What follows belongs to an exercise in optimizing a design on an open flow for small area, a short achievable clock period and few clock cycles; a production flow would make more cautious choices.
Only simulation tests tie the RTL to the original design; equivalence was not proved.

==> 08-09 <==
## processor
module processor #(
    parameter ROWS        = 256,
    parameter SPIKES      = 16,
    parameter PE_COUNT    = 16,
    parameter WEIGHT_WIDTH = 16,
    parameter ACC_WIDTH   = 16,
    parameter NO_WIDTH    = 8,
    parameter VMEM_WIDTH    = 16,
    parameter THRESH_WIDTH  = 16,
    parameter LEAK_WIDTH    = 16,
    parameter REFRAC_WIDTH  = 4
) (
    input  wire clk,
    input  wire rst_n,
    input  wire                        task_valid,
    output wire                        task_ready,
    input  wire [$clog2(ROWS)-1:0]     task_row_id,
    input  wire [$clog2(ROWS)-1:0]     task_prefix_id,
    input  wire [SPIKES-1:0]           task_pattern,
    output wire [$clog2(SPIKES*PE_COUNT)-1:0] weight_addr,
    input  wire [WEIGHT_WIDTH-1:0] weight_data,
    output wire                    weight_rd_en,
    output wire [$clog2(ROWS)-1:0]     output_rd_addr,
    output wire [$clog2(ROWS)-1:0]     output_wr_addr,
    input  wire [PE_COUNT*ACC_WIDTH-1:0] output_rd_data,
    output wire [PE_COUNT*ACC_WIDTH-1:0] output_wr_data,
    output wire                        output_wr_en,
    input  wire [THRESH_WIDTH-1:0]     cfg_threshold,
    input  wire [LEAK_WIDTH-1:0]       cfg_leak,
    input  wire [VMEM_WIDTH-1:0]       cfg_reset_potential,
    input  wire [REFRAC_WIDTH-1:0]     cfg_refractory,
    input  wire                        lif_enable,
    input  wire                        timestep_end,
    output wire [PE_COUNT-1:0]         spike_out,
    output reg                         spike_valid,
    input  wire [$clog2(PE_COUNT)-1:0] vmem_rd_idx,
    output wire [VMEM_WIDTH-1:0]       vmem_rd_data,
    output wire                        proc_busy,
  ...
clock: 28.0 ns
lec_check: 0
abc_area: 1
cap_margin: 40
core_margin: 2
core_utilization: 55
cts_cluster_diameter: 100
cts_cluster_size: 26
place_density: 0.65
setup_slack_margin: 2.0
slew_margin: 40
tns_end_percent: 5
standard.sh (not shown) runs the stock make flow with config.mk's settings and CLKGATE_MAP_FILE= SYNTH_SCRIPT=/design/flow/synth_recipe.tcl, a recipe that flattens the netlist after the stock synthesis.
==> flow/flow/run.sh <==
#!/bin/bash
set -euo pipefail
bash standard.sh SETUP_SLACK_MARGIN=16.5 MAX_REPAIR_ANTENNAS_ITER_DRT=10 \
  "BUFFER_PORTS_ARGS=-buffer_cell sky130_fd_sc_hd__buf_2" finish > standard_flow.log 2>&1
==> inputs of 12-01, as changes to 08-09 <==
--- a/flow/design.v
+++ b/flow/design.v
@@ -31,51 +31,61 @@
     wire z1 = ~s3[12];
     wire [12:0] s4 = z1 ? {s3[11:0], 1'b0} : s3;
     wire [5:0] ea = {1'b0, eL} + 6'd1 - {2'b0, z8, z4, z2, z1};
     wire flush = (~|sum) | ea[5];
     wire ovf = &ea[4:0];
     wire [15:0] r = flush ? 16'h0000 : ovf ? {sL, 5'b11111, 10'd0} : {sL, ea[4:0], s4[11:2]};
     assign y = zb ? ((za & ~byp) ? 16'h0000 : a) : za ? b : r;
 endmodule
+module fpgte (
+    input  wire [15:0] a,
+    input  wire [15:0] b,
+    output reg         ge
+);
+    wire a_is_zero = ~|a[14:0];
+    wire b_is_zero = ~|b[14:0];
+    wire a_is_neg = a[15] & ~a_is_zero;
+    wire b_is_neg = b[15] & ~b_is_zero;
+    always @(*) begin
+        if (a_is_zero && b_is_zero) ge = 1'b1;
+        else if (!a_is_neg && b_is_neg) ge = 1'b1;
+        else if (a_is_neg && !b_is_neg) ge = 1'b0;
+        else if (!a_is_neg) ge = (a[14:0] >= b[14:0]);
+        else ge = (a[14:0] <= b[14:0]);
+    end
+endmodule
 module lif (
     input  wire        clk,
     input  wire        rst_n,
     input  wire [15:0] cfg_threshold,
-    input  wire        cfg_th_neg,
     input  wire [15:0] cfg_nleak,           
     input  wire [15:0] cfg_reset_potential,
     input  wire [15:0] cfg_rp_leak,
     input  wire [3:0]  cfg_refractory,
-    input  wire [15:0] synaptic_input,      
-    input  wire [15:0] synaptic_alt,        
-    input  wire        sel_syn,             
-    input  wire        sel_alt,             
-    input  wire        sel_leak,            
-    output wire [15:0] operand,             
+    input  wire [15:0] synaptic_input,
     input  wire        op_leak1,
     input  wire        op_input,
     input  wire        op_check,
     output wire        spike_out,
     output wire [15:0] vmem_out
 );
     reg [15:0] vmem;
     reg [3:0]  refrac_cnt;
     reg        pend;
-    wire ge = cfg_th_neg | (vmem[14:0] >= cfg_threshold[14:0]);
+    wire ge;
+    fpgte u_gte (.a(vmem), .b(cfg_threshold), .ge(ge));
     wire fire = pend & ge;
     assign spike_out = fire;
     assign vmem_out  = fire ? cfg_reset_potential : vmem;
     wire [3:0] refrac_eff = fire ? cfg_refractory : refrac_cnt;
     wire active_eff = (refrac_eff == 4'd0);
     wire active_raw = (refrac_cnt == 4'd0);
     wire [15:0] sum;
-    assign operand = ({16{sel_syn}} & synaptic_input) | ({16{sel_alt}} & synaptic_alt) |
-                     ({16{sel_leak}} & cfg_nleak);
-    fpadd u_add (.a(vmem), .b(operand), .byp(1'b0), .y(sum));
+    fpadd u_add (.a(vmem), .b(op_input ? synaptic_input : cfg_nleak), .byp(1'b0), .y(sum));
     wire [15:0] v = (sum[15] && (|sum[14:0])) ? 16'h0000 : sum;
     wire [15:0] v_leak = fire ? cfg_rp_leak : v;
     always @(posedge clk) begin
         if (!rst_n) begin
             vmem       <= 16'h0000;
             refrac_cnt <= 4'd0;
             pend       <= 1'b0;
         end else if (op_input) begin
@@ -141,22 +151,20 @@
     output wire [PE_COUNT-1:0]         spike_out,
     output reg                         spike_valid,
     input  wire [$clog2(PE_COUNT)-1:0] vmem_rd_idx,
     output wire [VMEM_WIDTH-1:0]       vmem_rd_data,
     output wire                        proc_busy,
     output wire                        proc_done
 );
     reg [15:0] th_r, nleak_r, rp_r;
-    reg        thn_r;
     reg [3:0]  ref_r;
     reg        le_r;
     always @(posedge clk) begin
         th_r    <= cfg_threshold;
-        thn_r   <= cfg_threshold[15] & (|cfg_threshold[14:0]);
         nleak_r <= {~cfg_leak[15], cfg_leak[14:0]};
         rp_r    <= cfg_reset_potential;
         ref_r   <= cfg_refractory;
         le_r    <= lif_enable;
     end
     reg  [15:0] rpl_r;
     wire [15:0] rpl_acc;
     wire [15:0] rpl_now;
@@ -181,20 +189,16 @@
     reg        a_v;
     reg [15:0] a_pat;           
     reg        a_patz;          
     reg [7:0]  a_row;           
     reg        a_rowv;
     reg        use_acc, use_pfx, byp;
     reg        h_v;
     reg [7:0]  h_row;
-    reg        p_v;
-    reg [7:0]  p_row;
-    reg        a_st;            
-    reg        bs_a, bs_p, bs_l;  
     reg        r_v;
     reg [7:0]  sl_row;
     reg        l1_done;
     reg        do_l2;           
     reg        op_l1, op_in, op_lk, op_chk;
     reg        l_act;           
     reg [3:0]  l_col, l_cnt;
     reg [15:0] l_req;           
@@ -240,52 +244,42 @@
             end
         end
     end
     assign weight_addr  = {l_n, l_col};
     assign weight_rd_en = l_act;
     wire wready = ~|(q_pat & ~l_done);
     reg  [255:0] acc, slot, pfx;
     wire a_last  = a_v & a_patz;
-    wire       cons_p     = do_l2 & p_v;       
-    wire       cons_h     = do_l2 & ~p_v;      
-    wire       move       = a_st & h_v & ~cons_h;    
-    wire       p_nx       = (p_v & ~cons_p) | move;
-    wire       h_nx       = (h_v & ~cons_h & ~move) | a_last;
+    wire       h_nx       = (h_v & ~do_l2) | a_last;
     wire       l1_done_nx = op_l1 | (l1_done & ~do_l2);
-    wire       do_l2_nx   = (p_nx | h_nx) & (l1_done_nx | (~le_r & ~do_l2));
-    wire       cap_ok     = (~p_v | cons_p) & ~move;
-    wire       q_go       = q_v & wready & (~a_v | a_last) & cap_ok;
+    wire       do_l2_nx   = h_nx & (l1_done_nx | (~le_r & ~do_l2));
+    wire       q_go       = q_v & wready & (~a_v | a_last) & (~h_nx | do_l2_nx);
     wire       a_v_nx     = q_go | (a_v & ~a_last);
     assign task_ready = ~q_v | q_go;
     wire   accept     = task_valid & task_ready;
     wire   q_v_nx     = accept | (q_v & ~q_go);
     wire lk_nx      = timestep_end & le_r;
-    wire do_l1_nx   = ~l1_done_nx & le_r & ~lk_nx & (q_v_nx | a_v_nx | h_nx | p_nx);
+    wire do_l1_nx   = ~l1_done_nx & le_r & ~lk_nx & (q_v_nx | a_v_nx | h_nx);
     wire [15:0] a_pat_rest = a_pat & (a_pat - 16'd1);
     wire [15:0] np_src = q_go ? q_pat : (a_v ? a_pat : 16'd0);
     wire [15:0] np_low = np_src & (~np_src + 16'd1);
     wire [31:0] np_dbl = {np_low, np_low} >> ph;
     wire [15:0] sel_rd = np_dbl[15:0];
     wire [15:0] np_rest = np_src & (np_src - 16'd1);
     wire        fwd_nx = a_rowv & (a_row == q_pid) & ~q_null;
     always @(posedge clk) begin
         if (!rst_n) begin
             q_v     <= 1'b0;
             a_v     <= 1'b0;
             a_rowv  <= 1'b0;
             use_acc <= 1'b1;
             use_pfx <= 1'b0;
             byp     <= 1'b1;
             h_v     <= 1'b0;
-            p_v     <= 1'b0;
-            a_st    <= 1'b0;
-            bs_a    <= 1'b0;
-            bs_p    <= 1'b0;
-            bs_l    <= 1'b1;
             r_v     <= 1'b0;
             l1_done <= 1'b0;
             do_l2   <= 1'b0;
             op_l1   <= 1'b0;
             op_in   <= 1'b0;
             op_lk   <= 1'b0;
             op_chk  <= 1'b0;
         end else begin
@@ -304,51 +298,36 @@
                 a_row  <= q_row;
                 a_rowv <= 1'b1;
                 a_pat  <= np_rest;
                 a_patz <= ~|np_rest;
             end else begin
                 a_pat  <= a_pat_rest;
                 a_patz <= ~|a_pat_rest;
             end
-            a_st    <= q_go;
             h_v <= h_nx;
             if (a_last) h_row <= a_row;
-            p_v <= p_nx;
-            if (move) p_row <= h_row;
-            bs_a <= do_l2_nx & ~p_nx;
-            bs_p <= do_l2_nx & p_nx;
-            bs_l <= ~do_l2_nx;
             r_v <= do_l2;
-            if (do_l2) sl_row <= p_v ? p_row : h_row;
+            if (do_l2) sl_row <= h_row;
             l1_done <= l1_done_nx;
             do_l2   <= do_l2_nx;
             op_l1   <= do_l1_nx;
             op_in   <= do_l2_nx & le_r;
             op_lk   <= lk_nx;
             op_chk  <= (do_l2_nx & le_r) | lk_nx;
         end
     end
     assign rpl_acc = (acc[15] && (|acc[14:0])) ? 16'h0000 : acc[15:0];
     assign rpl_now = rpl_st ? rpl_acc : rpl_r;
-    wire fwd_h    = h_v & (h_row == q_pid);
-    wire fwd_p    = p_v & (p_row == q_pid);
     wire fwd_slot = r_v & (sl_row == q_pid);
-    wire hold_p   = p_v & ~cons_p;
-    wire pf_acc   = move | (~hold_p & fwd_h);
-    wire pf_pfx   = ~move & (hold_p | (~fwd_h & fwd_p));
-    wire pf_slot  = ~move & ~hold_p & ~fwd_h & ~fwd_p & fwd_slot;
-    wire pf_ob    = ~move & ~hold_p & ~fwd_h & ~fwd_p & ~fwd_slot;
-    wire [255:0] operand;
     always @(posedge clk) begin
-        pfx <= ({256{pf_acc}} & acc) | ({256{pf_pfx}} & pfx) |
-               ({256{pf_slot}} & slot) | ({256{pf_ob}} & output_rd_data);
+        pfx <= fwd_slot ? slot : output_rd_data;
         if (rpl_cap) pfx[15:0] <= cfg_reset_potential;
         if (rpl_st) rpl_r <= rpl_acc;
-        if (do_l2) slot <= operand;
+        if (do_l2) slot <= acc;
     end
     wire [PE_COUNT-1:0] spk;
     wire [15:0] vm [0:PE_COUNT-1];
     generate
         for (gn = 0; gn < PE_COUNT; gn = gn + 1) begin : pe
             reg [255:0] ring;
             always @(posedge clk)
                 ring <= {(ld_dv && ld_dn == gn) ? weight_data : ring[15:0], ring[255:16]};
@@ -364,38 +343,32 @@
             always @(posedge clk) w <= w_rd;
             wire [15:0] sum;
             fpadd u_acc (.a(src), .b(w), .byp(byp), .y(sum));
             always @(posedge clk) acc[16*gn +: 16] <= sum;
             lif u_lif (
                 .clk                (clk),
                 .rst_n              (rst_n),
                 .cfg_threshold      (th_r),
-                .cfg_th_neg         (thn_r),
                 .cfg_nleak          (nleak_r),
                 .cfg_reset_potential(rp_r),
                 .cfg_rp_leak        (rpl_now),
                 .cfg_refractory     (ref_r),
                 .synaptic_input     (acc[16*gn +: 16]),
-                .synaptic_alt       (pfx[16*gn +: 16]),
-                .sel_syn            (bs_a),
-                .sel_alt            (bs_p),
-                .sel_leak           (bs_l),
-                .operand            (operand[16*gn +: 16]),
                 .op_leak1           (op_l1),
                 .op_input           (op_in),
                 .op_check           (op_chk),
                 .spike_out          (spk[gn]),
                 .vmem_out           (vm[gn])
             );
         end
     endgenerate
     assign output_rd_addr = q_pid;
     assign output_wr_addr = sl_row;
     assign output_wr_data = slot;
     assign output_wr_en   = r_v;
     always @(*) spike_valid = r_v & le_r;
     assign spike_out    = spk;
     assign vmem_rd_data = vm[vmem_rd_idx];
     assign proc_done    = do_l2;
-    assign proc_busy    = q_v | a_v | h_v | p_v;
+    assign proc_busy    = q_v | a_v | h_v;
 endmodule
 `default_nettype wire
==> flow/flow/run.sh (replaced) <==
#!/bin/bash
set -euo pipefail
bash standard.sh SETUP_SLACK_MARGIN=15.5 MAX_REPAIR_ANTENNAS_ITER_DRT=10 finish > standard_flow.log 2>&1
Settings changed: CORE_UTILIZATION 55 to 65, CTS_CLUSTER_SIZE 26 to 30, PLACE_DENSITY 0.65 to 0.72, TNS_END_PERCENT 5 to unset.
==> inputs of 01-07, as changes to 08-09 <==
==> flow/flow/run.sh (replaced) <==
#!/bin/bash
set -euo pipefail
bash standard.sh SETUP_SLACK_MARGIN=15.5 MAX_REPAIR_ANTENNAS_ITER_DRT=10 \
  "BUFFER_PORTS_ARGS=-buffer_cell sky130_fd_sc_hd__buf_2" finish > standard_flow.log 2>&1
Settings changed: CTS_CLUSTER_DIAMETER 100 to 70, CTS_CLUSTER_SIZE 26 to 22, TNS_END_PERCENT 5 to unset.
==> qor summary <==
Result of the run: 08-09 finished clean; 01-07 finished clean; 12-01 stopped before the end
Stage where the flow stopped: 08-09 -; 01-07 -; 12-01 global routing
Buffering overhead: 08-09 3.80%; 01-07 4.01%; 12-01 -
Post-placement cell count: 08-09 48378; 01-07 48378; 12-01 46593
Largest register FFs: 08-09 4096; 01-07 4096; 12-01 -
Slowest cell on crit path: 08-09 sky130_fd_sc_hd__a2111oi_4; 01-07 sky130_fd_sc_hd__o211ai_1; 12-01 -
Count of antenna-violating nets left after detailed routing: 08-09 0; 01-07 0; 12-01 -
Required time of the critical path: 08-09 22.40 ns; 01-07 22.40 ns; 12-01 -
Capturing instance or port of the critical path: 08-09 vmem_rd_data[4]; 01-07 vmem_rd_data[0]; 12-01 -
Max Clock Freq: 08-09 76.7 MHz; 01-07 76.9 MHz; 12-01 -
Final critical-path required period: 08-09 13.04 ns; 01-07 13.01 ns; 12-01 -
CTS buffer count: 08-09 288; 01-07 373; 12-01 266
Post-Route Utilization: 08-09 60.4%; 01-07 61.4%; 12-01 -
Max stage delay on crit path: 08-09 0.46 ns; 01-07 0.38 ns; 12-01 -
Number of cells traversed by the worst hold path: 08-09 0; 01-07 0; 12-01 -
Post-Synthesis Cell Area: 08-09 304000 µm²; 01-07 304000 µm²; 12-01 301000 µm²
Total Neg Setup Slack: 08-09 0 ns; 01-07 0 ns; 12-01 -
Final count of hold timing violations: 08-09 0; 01-07 0; 12-01 -
Final slew viol count: 08-09 0; 01-07 0; 12-01 -
Met3 wire length: 08-09 180 mm; 01-07 181 mm; 12-01 -
Testbench counts of 08-09, summed over its fixed seeds: cycles 11,742.
Testbench counts of 12-01, summed over its fixed seeds: cycles 12,290.
Testbench counts of 01-07, summed over its fixed seeds: cycles 11,742.

separate check: timing with driven ports:
How much do the figures lean on ideal ports? The routed layouts below were timed once more, with nothing changed but the port constraints. Step 1 sets driving cells, clkbuf_16 on the clock port and buf_2 on the other inputs (assumed; they add their load-dependent delay and slew). Step 2 adds t to the input delays and takes it off the output delays; t is the mean of the earliest and latest rising clock arrival at the registers after step 1. Input paths then give back, and output paths get back, about the clock's delay inside the block. a / b / c = no drivers / after step 1 / after step 2; a / b = the first two.
| run | t, ns | setup WS [ns] | worst slew at a driven data input, ns |
|---|---|---|---|
| 08-09 | 1.144 | 14.961 / 14.774 / 14.774 | 0.20 |
| 01-07 | 1.182 | 14.990 / 14.787 / 14.787 | 0.23 |
After both steps setup and hold are still met in every run listed. The setup slack of 01-07, which loses most, moves by -0.203 ns with the drivers and by -0.203 ns with both steps.
